From an optimization exercise on the open Yosys and OpenROAD flow, aimed at small area, a short achievable clock period and few clock cycles per item; shortcuts taken in it are not production practice.
Where RTL was checked, it was by simulation tests only, not by an equivalence proof against the original.
Only the layout flow was run in run 1; the RTL was not checked for function there.
No activity file was given, so power comes from the tool's default toggle rates.

## flow/design.v (module list and top-level ports; edited modules follow where they fit)
// module bmlp_top: 1406 lines
module bmlp_top(
  input  wire       clk,
  input  wire       rst,
  input  wire       start,
  output reg  [6:0] dmem_addr,
  input  wire [8:0] dmem_data,
  output reg        done,
  output reg        bin_class
);
  // ...
==> flow/run.sh <==
#!/bin/bash
# synth_recipe.tcl (not shown) runs the flow's synth.tcl, then flattens the netlist and writes it again
# the make line also repeats each setting of config.mk as NAME=value (left out here)
make -C /OpenROAD-flow-scripts/flow DESIGN_CONFIG=/design/flow/config.mk WORK_HOME=/design/flow/orfs CLKGATE_MAP_FILE= SYNTH_SCRIPT=/design/flow/synth_recipe.tcl finish
==> flow/config.mk <==
export PLATFORM = sky130hd
export DESIGN_NAME = bmlp_top
export DESIGN_NICKNAME = bmlp_top
export VERILOG_FILES = /design/flow/design.v
export SDC_FILE = /design/flow/constraint.sdc
export NUM_CORES = 4
export LEC_CHECK = 0
export ABC_CLOCK_PERIOD_IN_PS = 3000
export CAP_MARGIN = 20
export CORE_MARGIN = 2
export CORE_UTILIZATION = 60
export SETUP_SLACK_MARGIN = 5
export SLEW_MARGIN = 20
export SYNTH_MEMORY_MAX_BITS = 8192
==> flow/constraint.sdc <==
create_clock -name core_clock -period 8.0 [get_ports {clk}]
set_input_delay 1.6000 -clock core_clock [delete_from_list [all_inputs] [get_ports {clk}]]
set_output_delay 1.6000 -clock core_clock [all_outputs]
set_load 0.01 [all_outputs]
==> impl_metrics.toml, run 1 <==
[placement]
gp_congestion = 1.06
place_inst = 4961

[route]
wl_per_cell_um = 21.0
wl_met1_mm = 46.2
dr_wl_met2_mm = 48.8
firstDrtPassIters = 9

[min_path]
hold_path.class = "flip-flop to flip-flop"
hp-start = "init0[7]$_DFF_P_"

[yosys]
synthArstFlopShare_pct = 0
yosysMostFrequentCell = "dfxtp_1"
ys_top_cells_by_count = "dfxtp_1, xnor2_1, nor2_1"
yosys_warnings = 2
synthSimpleGateAreaFrac_pct = 15.1
synth_area_leaders = "dfxtp_1, ha_1, xnor2_1"

[worst_setup_path]
cp_max_fo = 29
r2r-end = "w0[3]$_DFF_P_"
required_ns = 8.56
r2r_slack_ns = 4.94
rr_startpoint = "ka[2]$_SDFF_PP0_"
cp-end-kind = "flip-flop"
path_delay_family = "simple AND/OR/NAND/NOR gates"

[floorplan]
die_y_um = 264
io-pin-count = 21

[timing]
tns_ns = 0
grt_setup_unrepaired = "yes"
whs_ns = 0.327
fmax_mhz = 327
setup_slack_ns = 4.94
period_share_pct = 38.3

[cells_and_area]
final-clk-cell-share_pct = 6.21
drive_above_1_share_pct = 10.0

[global_routing]
antenna_found_initial = 2
overflow = 0

[clock_network]
cts_resized = 96
clock_path_buffers = 3

[power]
p_comb_w = 0.00641
power-top-group = "combinational cells"
power.internal_w = 0.0102
vdd_drop_max_mv = 0.265

[outcome]
status = "complete, no violations"
==> run 2: changes to the inputs <==
--- a/flow/design.v
+++ b/flow/design.v
@@ -4,18 +4,16 @@
   input  wire       rst,
   input  wire       start,
   output reg  [6:0] dmem_addr,
   input  wire [8:0] dmem_data,
   output reg        done,
   output reg        bin_class
 );
   reg        busy;
-  reg  [7:0] ka;
-  reg  [5:0] oa;
   reg  [7:0] k;           
   reg  [5:0] o;           
   reg  [8:0] d;           
   reg  [9:0] init0;       
   reg  [9:0] init1;
   reg  [59:0] b1;         
   always @(posedge clk) begin
     if (~rst) begin
@@ -38,33 +36,31 @@
         end else
           dmem_addr <= 7'd0;
       end
     end
   end
   always @(posedge clk) begin
     o <= ~busy ? 6'd63 : (k == 8'd145) ? 6'd0 : (o == 6'd63) ? 6'd63 : o + 6'd1;
     d <= dmem_data;
-    ka <= (start & ~busy) ? 8'd0 : ka + 8'd1;       
-    oa <= (k == 8'd145) ? 6'd0 : oa + 6'd1;           
     init0[0] <= busy && (k == 8'd0);
     init0[1] <= busy && (k == 8'd16);
     init0[2] <= busy && (k == 8'd32);
     init0[3] <= busy && (k == 8'd48);
     init0[4] <= busy && (k == 8'd64);
     init0[5] <= busy && (k == 8'd80);
     init0[6] <= busy && (k == 8'd96);
     init0[7] <= busy && (k == 8'd112);
     init0[8] <= busy && (k == 8'd128);
     init0[9] <= busy && (k == 8'd144);
     init1 <= init0;
   end
   reg [26:0] wrom;
   always @(*) begin
-    case (ka)
+    case (k)
       8'd0: wrom = 27'h62;
       8'd1: wrom = 27'hf4;
       8'd2: wrom = 27'h92;
       8'd3: wrom = 27'h6b;
       8'd4: wrom = 27'hd8;
       8'd5: wrom = 27'h146;
       8'd6: wrom = 27'h1b4;
       8'd7: wrom = 27'h62;
@@ -1177,17 +1173,17 @@
   always @(posedge clk) begin a26_0 <= sk27_s; cy26_0 <= sk27_G8_8; end
   reg [5:0] hi26;
   always @(posedge clk) hi26 <= (init1[5] ? 6'd38 : hi26) + {5'd0, cy26_0};
   always @(posedge clk) if (init1[8]) b1[57] <= ~hi26[5];
   reg  [23:0] b2;
   reg  [6:0]  b3;
   reg  [59:0] prom;
   always @(*) begin
-    case (oa)
+    case (o)
       6'd0: prom = 60'hfffffffffffffff;  
       6'd1: prom = 60'h5dcf29c2d813c1d;  
       6'd2: prom = 60'heebd4f815eafd7d;  
       6'd3: prom = 60'h1c62972546e5757;  
       6'd4: prom = 60'hcd484944d615bea;  
       6'd5: prom = 60'h7af58ff61fa9793;  
       6'd6: prom = 60'ha08b4725884e619;  
       6'd7: prom = 60'h580d716c96eb63c;  
==> flow/config.mk (replaced) <==
export PLATFORM = sky130hd
export DESIGN_NAME = bmlp_top
export DESIGN_NICKNAME = bmlp_top
export VERILOG_FILES = /design/flow/design.v
export SDC_FILE = /design/flow/constraint.sdc
export NUM_CORES = 4
export LEC_CHECK = 0
export ABC_AREA = 1
export CAP_MARGIN = 10
export CORE_MARGIN = 2
export CORE_UTILIZATION = 60
export SETUP_SLACK_MARGIN = 5
export SLEW_MARGIN = 10
export SYNTH_MEMORY_MAX_BITS = 8192
==> impl_metrics.toml, run 2 <==
[floorplan]
die_w_um = 256
io-pin-count = 21
placementRows = 92
core_mm2 = 0.0631
start_util_pct = 60.6
die_area_mm2 = 0.0658
die_y_um = 256

[timing]
setup_viol = 0
tns_ns = 0
whs_ns = 0.327
final.min_clock_period_ns = 3.06
hold_viol_final = 0
clock_skew_ns = 0.0213
grt_setup_unrepaired = "yes"
period_share_pct = 38.2
drv_slew = 0
worst_pin_slew_ns = 1.22
slew_headroom_pct = 18.3
fmax_mhz = 327

[clock_network]
clock_path_buffers = 3
clk_latency_ns = 0.65
h-tree-depth = 3
postCtsHoldBufs = 0
path_clk_slew_ns = 0.07
numCtsBuffers = 77
cts_tree = "yes"
clock-sinks = 705
cts_root_buf = "clkbuf_16"

[yosys]
synthSimpleGateAreaFrac_pct = 17.4
yosys_warnings = 2
synth_compound_area_share_pct = 8.69
ys_top_cells_by_count = "nand2_1, dfxtp_1, nor2_1"
synth_area_leaders = "dfxtp_1, ha_1, fa_1"
synth_enable_flop_cells = 103
synth_top_area_share_pct = 31.5
synthXorXnorAreaFrac_pct = 9.83
syn_nets = 4842
synth_seq_cells = 705
synthAdderAreaFrac_pct = 18.1
synthArstFlopShare_pct = 0
synth_top_area_cell = "dfxtp_1"
synth.cell_area_mm2 = 0.0382
ys_types = 58
postSynthCellCount = 4376
yosysSeqAreaShare_pct = 39.6
synth_mux_area_share_pct = 0.0524
postSynthAreaPerCell_um2 = 8.74
synth_ff_type = "dfxtp_1"
yosysMostFrequentCell = "nand2_1"
synth_top_family_by_area = "adder cells"

[power]
vdd_drop_max_mv = 0.276
powerDensity_mw_per_mm2 = 301
leakage_nw = 19.4

[cells_and_area]
final_cell_mix = "nand2_1, dfxtp_1, nor2_1, inv_1, ha_1"
final_area_mm2 = 0.0420
final_common_cell = "nand2_1"
flow.area_growth_from_synthesis_pct = 9.77
fillers = 5256
largestRegisters = "b1 x60, pw x60"
finalNetCount = 4812
drive_above_1_share_pct = 7.76

[global_routing]
grt_max_degree = 56
grt_pass1_vias = 29166
antenna_found_initial = 1
track_usage_pct = 32.7
overflow = 0
grt_pass1_wl_mm = 167

[worst_setup_path]
critPathKind = "flip-flop to flip-flop"
worstPathArrival_ns = 3.53
required_ns = 8.47
cp_max_fo = 41
cp-end-kind = "flip-flop"
cp-start-kind = "flip-flop"

[outcome]
status = "complete, no violations"

[route]
wl_met3_mm = 8.28
wl_met1_mm = 45.0
antenna_left = 0
routed.top_layer = "met4"
drt_iter0_markers = 3265
routed_wl_mm = 108
wl_per_cell_um = 20.6
dr_wl_met2_mm = 48.8
drc = 0
viasPerCell = 5.67
routed-via-count = 29785
firstDrtPassIters = 8

[placement]
post_dp_cell_area_mm2 = 0.0390
hpwlAfterDp_mm = 73.7
port_buffers = 20
gp_congestion = 1.13

[run]
drv_cap = 0

[min_path]
hold_path.class = "flip-flop to flip-flop"
[run 2: cell types whose count changed in the layout (fill, tap and decap cells not counted), sizes merged, moves of 74 or more]
cell   delta
and2    -150
o21ai    +87
xnor2   -116
inv     +126
nor2     +87
nand3    +74
xor2     +94
nand2   +584
[run 2: metal layers]
metal / vias up / global-route usage (%)
met5: - / 0
li1: 14061 / -
met1: 14034 / 42.8
met2: 1290 / 52.2
met4: 0 / 16.1
met3: 400 / 6.37
[run 2: worst max-delay path: stages (launching register included)]
cell	delay [ns]
dfxtp_1	0.30
buf_4	0.28
inv_2	0.50
nand2_1	0.43
nand3_1	0.45
a21oi_1	0.14
nor3_1	0.56
o22ai_1	0.22
[run 2: cells by family after synthesis]
family / count (synthesis)
xor+xnor: 429
flops: 705
buf+inv: 617
simple gates: 1586
compound gates: 583
mux: 2
fa+ha+maj: 454
[run 2: per-stage QoR]
step                total power (W)  utilization [%]  worst slack (ns)  instances
floorplan                   0.00820                -              5.02       4376
global placement            0.00885             61.8              4.56       5084
detailed placement          0.00908             61.8              4.42       5084
CTS                          0.0127             66.0              5.00       5233
global route                 0.0136             66.5              4.94       5252
finish                       0.0126             66.5              4.94       5253
[run 2: repair_timing]
action,CTS,global route
gates cloned,2,3
setup buffers,8,16
pin swaps,2,5
hold endpoints to repair,0,0
gates resized for setup,42,63
setup endpoints to repair,102,80
[run 2: power breakdown]
group	internal (W)	switching (W)	leakage, nW
Sequential	0.00478	0.000373	5.87
Clock	0.00204	0.00152	1.25
Combinational	0.00177	0.00216	12.3
[run 2: cell type report]
cell class / instances / area, um2 / area share (%)
sequential: 705 / 15200 / 36.2
timing repair inverter: 3 / 20.0 / 0.0477
inverter: 423 / 1630 / 3.88
clock inverter: 43 / 484 / 1.15
timing repair buffer: 82 / 768 / 1.83
multi-input combinational: 3054 / 20800 / 49.5
tap: 846 / 1060 / 2.52
antenna: 1 / 2.50 / 0.00596
clock buffer: 96 / 2050 / 4.88
[run 2: path summary, 6_finish.rpt]
kind                                  startpoint                end  slack [ns]  depth (start not counted)
worst max register to register   k[2]$_SDFF_PN0_  w0[22]$_SDFF_PP0_        4.94                          7
worst min register to register  init0[8]$_DFF_P_   init1[8]$_DFF_P_        0.33                          0
worst min-delay path            init0[8]$_DFF_P_   init1[8]$_DFF_P_        0.33                          0
worst max-delay path             k[2]$_SDFF_PN0_  w0[22]$_SDFF_PP0_        4.94                          7
Testbench counts of run 2, summed over its fixed seeds: cycles 23,688, items 128.
==> run 3: changes to the inputs <==
--- a/flow/config.mk
+++ b/flow/config.mk
@@ -6,9 +6,11 @@
 export NUM_CORES = 4
 export LEC_CHECK = 0
 export ABC_AREA = 1
-export CAP_MARGIN = 10
+export CAP_MARGIN = 20
 export CORE_MARGIN = 2
 export CORE_UTILIZATION = 60
+export CTS_CLUSTER_DIAMETER = 100
+export CTS_CLUSTER_SIZE = 16
 export SETUP_SLACK_MARGIN = 5
-export SLEW_MARGIN = 10
+export SLEW_MARGIN = 20
 export SYNTH_MEMORY_MAX_BITS = 8192
==> impl_metrics.toml, run 3 <==
[route]
viasPerCell = 5.67
firstDrtPassIters = 7
routed_wl_mm = 106
routed-via-count = 29421
drt_iter0_markers = 3060
drc = 0
wl_per_cell_um = 20.5
antenna_left = 0

[worst_setup_path]
reg2regPathDepth = 8
rr_startpoint = "o[2]$_SDFF_PN1_"
r2r-end = "pw[2]$_DFF_P_"
cp_max_fo = 36
r2r_slack_ns = 4.96
cp-end-kind = "flip-flop"
worstPathArrival_ns = 3.48
critPathKind = "flip-flop to flip-flop"
cp-start-kind = "flip-flop"
startpoint = "o[2]$_SDFF_PN1_"
required_ns = 8.44
crit_path_end = "pw[2]$_DFF_P_"

[min_path]
min_path_cells = 0
hp-start = "init0[8]$_DFF_P_"
hold_path.class = "flip-flop to flip-flop"

[timing]
whs_ns = 0.336
fmax_mhz = 328
setup_viol = 0
worst_pin_slew_ns = 1.04
slew_headroom_pct = 30.5
final.min_clock_period_ns = 3.04
grt_setup_unrepaired = "yes"
hold_viol_final = 0
tns_ns = 0
clock_skew_ns = 0.0360
drv_slew = 0
period_share_pct = 38.1

[placement]
gp_congestion = 1.13
hpwlAfterDp_mm = 73.7
place_inst = 5084
port_buffers = 20
post_dp_cell_area_mm2 = 0.0390

[yosys]
synth.cell_area_mm2 = 0.0382
syn_nets = 4842
synth_ff_type = "dfxtp_1"
synth_area_leaders = "dfxtp_1, ha_1, fa_1"
synth_enable_flop_cells = 103
postSynthCellCount = 4376
yosysSeqAreaShare_pct = 39.6
ys_top_cells_by_count = "nand2_1, dfxtp_1, nor2_1"
yosys_warnings = 2
synthArstFlopShare_pct = 0
postSynthAreaPerCell_um2 = 8.74
synth_top_area_share_pct = 31.5
synth_seq_cells = 705
synth_top_area_cell = "dfxtp_1"
yosysMostFrequentCell = "nand2_1"
ys_types = 58

[cells_and_area]
finalNetCount = 4787
final_area_mm2 = 0.0409
final_cell_mix = "nand2_1, dfxtp_1, nor2_1, inv_1, ha_1"
flow.area_growth_from_synthesis_pct = 6.95
largestRegisters = "b1 x60, pw x60"
fin_cells = 5190
drive_above_1_share_pct = 6.26
final_common_cell = "nand2_1"

[global_routing]
grt_max_degree = 56
track_usage_pct = 32.0
grt_pass1_wl_mm = 164
grt_pass1_vias = 28636
overflow = 0
antenna_found_initial = 3

[clock_network]
numCtsBuffers = 51
clock-sinks = 705
cts_root_buf = "clkbuf_16"
postCtsHoldBufs = 0
clock_path_buffers = 3
cts_tree = "yes"
h-tree-depth = 2
clk_latency_ns = 0.64
path_clk_slew_ns = 0.07

[floorplan]
start_util_pct = 60.6
die_y_um = 256
die_w_um = 256
io-pin-count = 21
die_area_mm2 = 0.0658
placementRows = 92
core_mm2 = 0.0631

[power]
leakage_nw = 18.9
vdd_drop_max_mv = 0.214
powerDensity_mw_per_mm2 = 282

[run]
drv_cap = 0

[outcome]
status = "complete, no violations"
## run 3: cell counts after synthesis
Identical to the previous run, type by type.
## run 3: through the flow
stage / setup slack, ns / utilization (%) / power, W
global route: 4.97 / 64.8 / 0.0125
floorplan: 5.02 / - / 0.00820
detailed placement: 4.42 / 61.8 / 0.00908
finish: 4.96 / 64.8 / 0.0115
global placement: 4.56 / 61.8 / 0.00885
CTS: 5.00 / 64.3 / 0.0116
## run 3: critical path, stage by stage (launching register included)
cell	delay [ns]
dfxtp_1	0.31
buf_4	0.38
clkinv_1	0.66
nand2_2	0.43
inv_1	0.19
nand2_1	0.15
inv_1	0.08
nand2_1	0.32
o2111ai_1	0.31
## run 3: layout make-up
cell class / instances / area [um2]
clock inverters: 7 / 130
clock buffers: 68 / 1340
repair inverters: 2 / 15.0
inverters: 423 / 1630
multi-input cells: 3054 / 20700
repair buffers: 84 / 778
fillers: 5390 / 22200
diodes: 1 / 2.50
well taps: 846 / 1060
flip-flops and latches: 705 / 15200
## run 3: worst min path at each step
stage,slack [ns],end
2_1_floorplan,0.31,init1[7]$_DFF_P_
3_3_place_gp,0.31,init1[8]$_DFF_P_
3_5_place_dp,0.32,init1[8]$_DFF_P_
4_1_cts,0.34,init1[8]$_DFF_P_
5_1_grt,0.35,init1[8]$_DFF_P_
6_report,0.34,init1[8]$_DFF_P_
## run 3: timing repair
action,CTS,global route
gates cloned,2,2
endpoints found under the setup margin,100,74
buffers inserted,7,19
resized for setup,40,59
pin swaps,2,4
## run 3: cell families (layout without fill, tap and decap cells)
kind of cell,after synthesis,after routing,share of synthesized area [%]
muxes,2,2,0.0524
xor gates and xnor gates,429,429,9.83
other,0,1,0
and+or+nand+nor,1586,1586,17.4
AOI/OAI and AO/OA,583,583,8.69
adders and majority gates,454,454,18.1
DFF,705,705,39.6
buffers and inverters,617,584,6.33
## run 3: where the power goes
group / switching, W / internal [W] / leakage [nW] / total (W)
Sequential: 0.000373 / 0.00477 / 5.87 / 0.00515
Combinational: 0.00214 / 0.00176 / 12.3 / 0.00390
Clock: 0.00127 / 0.00122 / 0.707 / 0.00249
## run 3: routing by layer
layer / GRT usage [%] / up-vias / part of all wire [%]
li1: - / 13982 / -
met5: 0 / - / 0.025
met1: 42.4 / 13802 / 42
met2: 50.9 / 1247 / 45
met3: 6.20 / 386 / 7.7
met4: 14.9 / 4 / 5.5
==> run 4: changes to the inputs <==
--- a/flow/config.mk
+++ b/flow/config.mk
@@ -9,8 +9,6 @@
 export CAP_MARGIN = 20
 export CORE_MARGIN = 2
 export CORE_UTILIZATION = 60
-export CTS_CLUSTER_DIAMETER = 100
-export CTS_CLUSTER_SIZE = 16
 export SETUP_SLACK_MARGIN = 5
 export SLEW_MARGIN = 20
 export SYNTH_MEMORY_MAX_BITS = 8192
==> impl_metrics.toml, run 4 <==
[global_routing]
grt_max_degree = 56
grt_pass1_vias = 29166
track_usage_pct = 32.7
grt_pass1_wl_mm = 167
overflow = 0
antenna_found_initial = 1

[cells_and_area]
final_common_cell = "nand2_1"
final_cell_mix = "nand2_1, dfxtp_1, nor2_1, inv_1, ha_1"
largestRegisters = "b1 x60, pw x60"
final_area_mm2 = 0.0420
final-seq-area_mm2 = 0.0152
drive_above_1_share_pct = 7.78
finalNetCount = 4812
flow.area_growth_from_synthesis_pct = 9.78
multi_input_area_mm2 = 0.0208
fillers = 5258

[yosys]
yosysMostFrequentCell = "nand2_1"
yosysSeqAreaShare_pct = 39.6
yosys_warnings = 2
syn_nets = 4842
synth_top_area_share_pct = 31.5
postSynthCellCount = 4376
postSynthAreaPerCell_um2 = 8.74
synth_enable_flop_cells = 103
synth_ff_type = "dfxtp_1"
ys_top_cells_by_count = "nand2_1, dfxtp_1, nor2_1"
synth_seq_cells = 705
synth.cell_area_mm2 = 0.0382
ys_types = 58
synth_area_leaders = "dfxtp_1, ha_1, fa_1"
synthArstFlopShare_pct = 0
synth_top_area_cell = "dfxtp_1"

[worst_setup_path]
critPathKind = "flip-flop to flip-flop"
path_delay_family = "simple AND/OR/NAND/NOR gates"
rr_startpoint = "k[2]$_SDFF_PN0_"
crit_path_end = "w0[22]$_SDFF_PP0_"
required_ns = 8.47
cp-end-kind = "flip-flop"
cp_max_fo = 41
reg2regPathDepth = 7
worstPathArrival_ns = 3.51
slowest_stage = "nor3_1"
r2r_slack_ns = 4.96
crit_buf_inv = 2
worst_path_largest_cell_delay_ns = 0.54
cp-start-kind = "flip-flop"
r2r-end = "w0[22]$_SDFF_PP0_"
worstPathCellList = "buf_4 -> inv_2 -> nand2_1 -> nand3_1 -> a21oi_1 -> nor3_1 -> o22ai_1"
cp_num_cells = 7
startpoint = "k[2]$_SDFF_PN0_"

[timing]
hold_viol_final = 0
setup_viol = 0
drv_slew = 0
period_share_pct = 37.9
whs_ns = 0.327
worst_pin_slew_ns = 1.04
clock_skew_ns = 0.0219
grt_setup_unrepaired = "yes"
slew_headroom_pct = 30.6
tns_ns = 0
fmax_mhz = 329
final.min_clock_period_ns = 3.04

[clock_network]
cts_tree = "yes"
h-tree-depth = 3
numCtsBuffers = 77
clock_path_buffers = 3
path_clk_slew_ns = 0.07
clk_latency_ns = 0.65
cts_root_buf = "clkbuf_16"
clock-sinks = 705

[power]
switching_share_pct = 32.0
p_comb_share_pct = 31.0
power.internal_w = 0.00859
vdd_drop_max_mv = 0.276
power_frac_clock_pct = 28.2
leakage_nw = 19.4
p_switching_w = 0.00405
powerDensity_mw_per_mm2 = 301
power_frac_seq_pct = 40.8
finalPower_w = 0.0126

[floorplan]
die_y_um = 256
start_util_pct = 60.6
die_w_um = 256
placementRows = 92
core_mm2 = 0.0631
die_area_mm2 = 0.0658
io-pin-count = 21

[route]
drc = 0
viasPerCell = 5.66
routed_wl_mm = 108
firstDrtPassIters = 9
routed-via-count = 29738
wl_per_cell_um = 20.6
antenna_left = 0
drt_iter0_markers = 3261

[placement]
hpwlAfterDp_mm = 73.7
port_buffers = 20
post_dp_cell_area_mm2 = 0.0390
gp_congestion = 1.13

[run]
drv_cap = 0

[outcome]
status = "complete, no violations"

[min_path]
hold_path.class = "flip-flop to flip-flop"
## run 4: how the worst min path moves through the flow
| stage | endpoint | startpoint | slack, ns | depth (start not counted) |
|---|---|---|---|---|
| final | init1[8]$_DFF_P_ | init0[8]$_DFF_P_ | 0.33 | 0 |
| after global placement | init1[8]$_DFF_P_ | init0[8]$_DFF_P_ | 0.31 | 0 |
| after detailed placement | init1[8]$_DFF_P_ | init0[8]$_DFF_P_ | 0.32 | 0 |
| after CTS | init1[8]$_DFF_P_ | init0[8]$_DFF_P_ | 0.33 | 0 |
| after floorplan | init1[7]$_DFF_P_ | init0[7]$_DFF_P_ | 0.31 | 0 |
| after global routing | init1[8]$_DFF_P_ | init0[8]$_DFF_P_ | 0.35 | 0 |
## run 4: timing repair
action | 4_1_cts | 5_1_grt
setup buffers | 8 | 16
resized for setup | 42 | 63
gates cloned | 2 | 3
setup endpoints to repair | 102 | 80
hold buffers | 0 | 0
pin swaps | 2 | 5
## run 4: power by group through the flow
stage / Combinational, W / Sequential (W) / Clock, W
2_1_floorplan: 0.00314 / 0.00507 / 0
3_3_place_gp: 0.00365 / 0.00520 / 0
3_5_place_dp: 0.00386 / 0.00522 / 0
4_1_cts: 0.00391 / 0.00516 / 0.00363
5_1_grt: 0.00461 / 0.00525 / 0.00377
6_report: 0.00393 / 0.00515 / 0.00357
## run 4: area by class of cell
type,instances,area share (%)
diodes,1,0.00596
clock buffers,96,4.88
clock inverters,43,1.15
inverters,423,3.88
multi-input cells,3054,49.5
flip-flops and latches,705,36.2
well taps,846,2.52
repair buffers,82,1.83
repair inverters,3,0.0477
## run 4: metrics by stage
step | std cells | util [%] | setup WS [ns]
2_1_floorplan | 4376 | - | 5.02
3_3_place_gp | 5084 | 61.8 | 4.56
3_5_place_dp | 5084 | 61.8 | 4.42
4_1_cts | 5233 | 66.0 | 5.00
5_1_grt | 5252 | 66.5 | 4.94
6_report | 5253 | 66.5 | 4.96
## run 4: cells by family (layout without fill, tap and decap cells)
logic type	Yosys count	after routing	synth area share, %
multiplexers	2	2	0.0524
adder cells (fa/ha/maj)	454	454	18.1
flip-flops	705	705	39.6
AO/OA/AOI/OAI	583	583	8.69
other	0	1	0
XOR/XNOR	429	429	9.83
buffers and inverters	617	647	6.33
AND/OR/NAND/NOR	1586	1586	17.4
## run 4: layer usage
| metal | routed length (um) | GRT usage [%] | vias to the layer above | share of wire, % |
|---|---|---|---|---|
| met3 | 8230 | 6.37 | 398 | 7.6 |
| met1 | 45100 | 42.8 | 13998 | 42 |
| met4 | 6070 | 16.1 | 0 | 5.6 |
| li1 | - | - | 14057 | - |
| met5 | 0 | 0 | - | 0 |
| met2 | 48800 | 52.2 | 1285 | 45 |
==> run 5: changes to the inputs <==
--- a/flow/config.mk
+++ b/flow/config.mk
@@ -9,6 +9,8 @@
 export CAP_MARGIN = 20
 export CORE_MARGIN = 2
 export CORE_UTILIZATION = 60
+export CTS_CLUSTER_DIAMETER = 140
+export CTS_CLUSTER_SIZE = 22
 export SETUP_SLACK_MARGIN = 5
 export SLEW_MARGIN = 20
 export SYNTH_MEMORY_MAX_BITS = 8192
==> impl_metrics.toml, run 5 <==
[timing]
fmax_mhz = 331
grt_setup_unrepaired = "yes"
final.min_clock_period_ns = 3.02
whs_ns = 0.341
clock_skew_ns = 0.0211
hold_viol_final = 0
setup_viol = 0
worst_pin_slew_ns = 1.02
period_share_pct = 37.8
drv_slew = 0
slew_headroom_pct = 31.8
tns_ns = 0

[worst_setup_path]
required_ns = 8.45
rr_startpoint = "k[2]$_SDFF_PN0_"
r2r-end = "w0[22]$_SDFF_PP0_"
cp_max_fo = 41
reg2regPathDepth = 7
worst_path_largest_cell_delay_ns = 0.50
worstPathArrival_ns = 3.47
slowest_stage = "inv_2"
cp-start-kind = "flip-flop"
r2r_slack_ns = 4.98
critPathKind = "flip-flop to flip-flop"
worstPathCellList = "buf_4 -> inv_2 -> nand2_1 -> nand3_1 -> a21oi_1 -> nor3_2 -> o22ai_1"
cp-end-kind = "flip-flop"

[cells_and_area]
largestRegisters = "b1 x60, pw x60"
final_area_mm2 = 0.0406
final_common_cell = "nand2_1"
finalNetCount = 4774
drive_above_1_share_pct = 6.08
final_cell_mix = "nand2_1, dfxtp_1, nor2_1, inv_1, ha_1"
flow.area_growth_from_synthesis_pct = 6.07

[global_routing]
grt_max_degree = 56
antenna_found_initial = 2
grt_pass1_wl_mm = 164
track_usage_pct = 31.9
overflow = 0
grt_pass1_vias = 28503

[yosys]
postSynthCellCount = 4376
synth_area_leaders = "dfxtp_1, ha_1, fa_1"
synth_top_area_cell = "dfxtp_1"
yosysSeqAreaShare_pct = 39.6
synthArstFlopShare_pct = 0
synth_seq_cells = 705
postSynthAreaPerCell_um2 = 8.74
synth_ff_type = "dfxtp_1"
synth.cell_area_mm2 = 0.0382
ys_top_cells_by_count = "nand2_1, dfxtp_1, nor2_1"
synth_top_area_share_pct = 31.5
yosys_warnings = 2
ys_types = 58
synth_enable_flop_cells = 103
syn_nets = 4842
yosysMostFrequentCell = "nand2_1"

[route]
firstDrtPassIters = 9
routed-via-count = 29386
drt_iter0_markers = 3108
routed_wl_mm = 106
viasPerCell = 5.68
antenna_left = 0
drc = 0
wl_per_cell_um = 20.5

[power]
finalPower_w = 0.0112
power_frac_seq_pct = 46.0
vdd_drop_max_mv = 0.190
power_frac_clock_pct = 19.1
leakage_nw = 18.7
p_comb_share_pct = 34.9
p_switching_w = 0.00370
switching_share_pct = 33.1
powerDensity_mw_per_mm2 = 276
power.internal_w = 0.00748

[min_path]
min_path_cells = 0
min_to = "init1[8]$_DFF_P_"
hp-start = "init0[8]$_DFF_P_"
hold_path.class = "flip-flop to flip-flop"

[floorplan]
die_area_mm2 = 0.0658
io-pin-count = 21
die_w_um = 256
start_util_pct = 60.6
die_y_um = 256
placementRows = 92
core_mm2 = 0.0631

[clock_network]
postCtsHoldBufs = 0
path_clk_slew_ns = 0.09
cts_root_buf = "clkbuf_16"
clock-sinks = 705
h-tree-depth = 2
clk_latency_ns = 0.61
numCtsBuffers = 38
cts_tree = "yes"
clock_path_buffers = 3

[placement]
gp_congestion = 1.13
post_dp_cell_area_mm2 = 0.0390
hpwlAfterDp_mm = 73.7
port_buffers = 20

[outcome]
status = "complete, no violations"

[run]
drv_cap = 0
## run 5: cell types whose count changed in the layout (fill, tap and decap cells not counted), sizes merged
cell / change
clkbuf: -44
clkinv: -32
bufinv: -5
clkinvlp: -3
buf: +2
## run 5: worst max-delay path by stage
stage / start / endpoint / slack [ns] / depth (start not counted)
after floorplan: init0[6]$_DFF_P_ / a1_0[8]$_DFF_P_ / 5.02 / 15
after global placement: init0[0]$_DFF_P_ / a2_0[8]$_DFF_P_ / 4.56 / 12
after detailed placement: init0[0]$_DFF_P_ / a2_0[8]$_DFF_P_ / 4.42 / 12
after CTS: init0[0]$_DFF_P_ / a2_0[8]$_DFF_P_ / 5.00 / 12
after global routing: init0[1]$_DFF_P_ / a9_0[8]$_DFF_P_ / 4.97 / 13
final: k[2]$_SDFF_PN0_ / w0[22]$_SDFF_PP0_ / 4.98 / 7
## run 5: area by class of cell
cell class,instances,area [um2]
clock inverters,4,78.8
diodes,1,2.50
inverters,423,1620
repair inverters,2,15.0
clock buffers,52,1020
well taps,846,1060
fillers,5431,22500
repair buffers,84,802
multi-input cells,3054,20800
flip-flops and latches,705,15200
## run 5: kinds of logic (layout without fill, tap and decap cells)
family	count (synthesis)	in the layout	share of synthesized area, %
compound gates	583	583	8.69
xor+xnor	429	429	9.83
fa+ha+maj	454	454	18.1
buf+inv	617	565	6.33
flops	705	705	39.6
mux	2	2	0.0524
other cells	0	1	0
simple gates	1586	1586	17.4
## run 5: worst max-delay path: cells and delay by family, from the launching register on
family / cells / cell delay (ns)
buffers and inverters: 2 / 0.80
flip-flops: 1 / 0.31
AO/OA/AOI/OAI: 2 / 0.36
AND/OR/NAND/NOR: 3 / 1.39
## run 5: what timing repair did
| action | 4_1_cts | 5_1_grt |
|---|---|---|
| resized for setup | 45 | 57 |
| gates cloned | 2 | 3 |
| hold endpoints to repair | 0 | 0 |
| buffers inserted | 8 | 17 |
| endpoints found under the setup margin | 105 | 76 |
| pin swaps | 2 | 4 |
## run 5: layer usage
layer	track usage [%]	wire length [um]
met5	0	13
met4	15.5	6100
met3	5.19	7910
met2	50.8	47300
met1	42.5	44600
## run 5: power by group through the flow
stage / combinational, W / clock (W) / sequential, W
2_1_floorplan: 0.00314 / 0 / 0.00507
5_1_grt: 0.00459 / 0.00230 / 0.00524
6_report: 0.00390 / 0.00214 / 0.00515
3_3_place_gp: 0.00365 / 0 / 0.00520
3_5_place_dp: 0.00386 / 0 / 0.00522
4_1_cts: 0.00390 / 0.00219 / 0.00515
## run 5: per-stage QoR
step	util (%)	instances	worst slack, ns
3_3_place_gp	61.8	5084	4.56
6_report	64.3	5171	4.98
3_5_place_dp	61.8	5084	4.42
2_1_floorplan	-	4376	5.02
4_1_cts	63.7	5150	5.00
5_1_grt	64.3	5170	4.97
==> run 6: changes to the inputs <==
--- a/flow/config.mk
+++ b/flow/config.mk
@@ -9,8 +9,8 @@
 export CAP_MARGIN = 20
 export CORE_MARGIN = 2
 export CORE_UTILIZATION = 60
-export CTS_CLUSTER_DIAMETER = 140
-export CTS_CLUSTER_SIZE = 22
+export CTS_CLUSTER_DIAMETER = 120
+export CTS_CLUSTER_SIZE = 18
 export SETUP_SLACK_MARGIN = 5
 export SLEW_MARGIN = 20
 export SYNTH_MEMORY_MAX_BITS = 8192
==> impl_metrics.toml, run 6 <==
[outcome]
status = "complete, no violations"

[worst_setup_path]
worstPathArrival_ns = 3.46
critPathKind = "flip-flop to flip-flop"
r2r_slack_ns = 4.98
cp-start-kind = "flip-flop"
rr_startpoint = "k[2]$_SDFF_PN0_"
required_ns = 8.44
reg2regPathDepth = 7
worstPathCellList = "buf_4 -> inv_2 -> nand2_1 -> nand3_1 -> a21oi_1 -> nor3_1 -> o22ai_1"
crit_path_end = "w0[22]$_SDFF_PP0_"
cp_max_fo = 41
worst_path_largest_cell_delay_ns = 0.55
slowest_stage = "nor3_1"
startpoint = "k[2]$_SDFF_PN0_"
cp-end-kind = "flip-flop"
r2r-end = "w0[22]$_SDFF_PP0_"

[yosys]
ys_top_cells_by_count = "nand2_1, dfxtp_1, nor2_1"
syn_nets = 4842
postSynthAreaPerCell_um2 = 8.74
yosys_warnings = 2
synth_ff_type = "dfxtp_1"
synth_area_leaders = "dfxtp_1, ha_1, fa_1"
synth_seq_cells = 705
synth_top_area_cell = "dfxtp_1"
yosysMostFrequentCell = "nand2_1"
synth.cell_area_mm2 = 0.0382
ys_types = 58
synth_enable_flop_cells = 103
synth_top_area_share_pct = 31.5
yosysSeqAreaShare_pct = 39.6
postSynthCellCount = 4376
synthArstFlopShare_pct = 0

[clock_network]
h-tree-depth = 2
path_clk_slew_ns = 0.09
cts_root_buf = "clkbuf_16"
clock_path_buffers = 3
clock-sinks = 705
cts_tree = "yes"
numCtsBuffers = 45
clk_latency_ns = 0.61

[timing]
hold_viol_final = 0
worst_pin_slew_ns = 1.04
grt_setup_unrepaired = "yes"
slew_headroom_pct = 30.5
final.min_clock_period_ns = 3.02
setup_viol = 0
clock_skew_ns = 0.0329
fmax_mhz = 331
setup_slack_ns = 4.98
whs_ns = 0.349
drv_slew = 0
tns_ns = 0
period_share_pct = 37.8

[route]
antenna_left = 0
routed_wl_mm = 106
viasPerCell = 5.68
drc = 0
firstDrtPassIters = 7
wl_per_cell_um = 20.6
routed-via-count = 29392
drt_iter0_markers = 3342

[placement]
post_dp_cell_area_mm2 = 0.0390
hpwlAfterDp_mm = 73.7
pre_cts_ws_ns = 4.42
port_buffers = 20
gp_congestion = 1.13

[cells_and_area]
finalNetCount = 4778
final_cell_mix = "nand2_1, dfxtp_1, nor2_1, inv_1, ha_1"
fillers = 5395
largestRegisters = "b1 x60, pw x60"
final_common_cell = "nand2_1"
drive_above_1_share_pct = 6.12
flow.area_growth_from_synthesis_pct = 6.43
final_area_mm2 = 0.0407

[power]
vdd_drop_max_mv = 0.214
powerDensity_mw_per_mm2 = 278
leakage_nw = 18.7
finalPower_w = 0.0113

[global_routing]
antenna_found_initial = 2
grt_max_degree = 56
grt_pass1_wl_mm = 164
track_usage_pct = 32.0
overflow = 0
grt_pass1_vias = 28585

[floorplan]
start_util_pct = 60.6
die_y_um = 256
die_area_mm2 = 0.0658
placementRows = 92
die_w_um = 256
core_mm2 = 0.0631
io-pin-count = 21

[run]
drv_cap = 0

[min_path]
hold_path.class = "flip-flop to flip-flop"
[run 6: how the worst min path moves through the flow]
stage	startpoint	cells past startpoint	end	slack, ns
after floorplan	init0[7]$_DFF_P_	0	init1[7]$_DFF_P_	0.31
after global routing	init0[8]$_DFF_P_	0	init1[8]$_DFF_P_	0.36
after detailed placement	init0[8]$_DFF_P_	0	init1[8]$_DFF_P_	0.32
after global placement	init0[8]$_DFF_P_	0	init1[8]$_DFF_P_	0.31
after CTS	init0[8]$_DFF_P_	0	init1[8]$_DFF_P_	0.34
final	init0[8]$_DFF_P_	0	init1[8]$_DFF_P_	0.35
[run 6: cell type report]
| cell class | instances | area [um2] | area share (%) |
|---|---|---|---|
| Clock buffer | 60 | 1180 | 2.91 |
| Clock inverter | 3 | 62.6 | 0.154 |
| Timing Repair inverter | 3 | 22.5 | 0.0553 |
| Sequential cell | 705 | 15200 | 37.3 |
| Multi-Input combinational cell | 3054 | 20800 | 51.0 |
| Antenna cell | 1 | 2.50 | 0.00615 |
| Timing Repair Buffer | 80 | 785 | 1.93 |
| Inverter | 423 | 1620 | 3.98 |
| Tap cell | 846 | 1060 | 2.60 |
[run 6: power by group]
| part | switching (W) | internal [W] |
|---|---|---|
| combinational | 0.00215 | 0.00176 |
| sequential | 0.000374 | 0.00477 |
| clock | 0.00121 | 0.00104 |
| total | 0.00373 | 0.00758 |
[run 6: stage by stage]
step | instances | util, %
after global routing | 5174 | 64.5
after CTS | 5153 | 63.9
after floorplan | 4376 | -
after detailed placement | 5084 | 61.8
final | 5175 | 64.5
after global placement | 5084 | 61.8
[run 6: critical path, delay by kind of cell, from the launching register on]
kind                   cells  cell delay (ns)
buffers and inverters      2             0.80
DFF                        1             0.30
AOI/OAI and AO/OA          2             0.36
and+or+nand+nor            3             1.40
[run 6: cell families after synthesis]
kind of cell | Yosys count | share of synthesized area, %
flip-flops | 705 | 39.6
buffers and inverters | 617 | 6.33
AND/OR/NAND/NOR | 1586 | 17.4
XOR/XNOR | 429 | 9.83
adder cells (fa/ha/maj) | 454 | 18.1
AO/OA/AOI/OAI | 583 | 8.69
multiplexers | 2 | 0.0524
[run 6: repair_timing]
item                       4_1_cts  5_1_grt
setup buffers                    4       18
resized for setup               44       61
hold buffers                     0        0
pin swaps                        2        2
setup endpoints to repair      103       81
gates cloned                     2        3
[run 6: layer usage]
layer	track usage [%]	up-vias	routed length, um
met2	51.4	1213	48100
met5	0	-	13
met4	14.6	2	5760
met1	42.2	13852	44600
met3	5.79	386	7910
li1	-	13939	-

-- what the ideal ports hide --
The flow's constraints put no driver on any port. The routed layouts listed below were extracted and timed again, unchanged, in two steps. Step 1 (the two cells are an assumption about what drives the block):
set clk [get_ports {clk}]
set_driving_cell -lib_cell sky130_fd_sc_hd__clkbuf_16 $clk
set_driving_cell -lib_cell sky130_fd_sc_hd__buf_2 [delete_from_list [all_inputs] $clk]
Step 2 times the ports against the registers' clock, not the clock port: input delays grow and output delays shrink by t, the midpoint of the rising clock arrivals with the driver on. a / b / c = no drivers / after step 1 / after step 2; a / b = the first two.
run | shift t [ns] | setup WS [ns] | hold WS [ns] | worst setup path at the end
run 1 | 0.686 | 4.938 / 4.938 / 4.938 | 0.327 / 0.327 / 0.327 | register to register
run 2 | 0.706 | 4.944 / 4.944 / 4.935 | 0.327 / 0.327 / 0.327 | input to register
run 3 | 0.692 | 4.956 / 4.956 / 4.956 | 0.336 / 0.336 / 0.336 | register to register
run 4 | 0.706 | 4.964 / 4.964 / 4.928 | 0.327 / 0.327 / 0.327 | input to register
run 5 | 0.665 | 4.979 / 4.979 / 4.959 | 0.341 / 0.341 / 0.341 | input to register
run 6 | 0.661 | 4.978 / 4.978 / 4.959 | 0.349 / 0.349 / 0.349 | input to register
After both steps setup and hold are still met in every run listed. The setup slack of run 4, which loses most, moves by 0.000 ns with the drivers and by -0.036 ns with both steps.
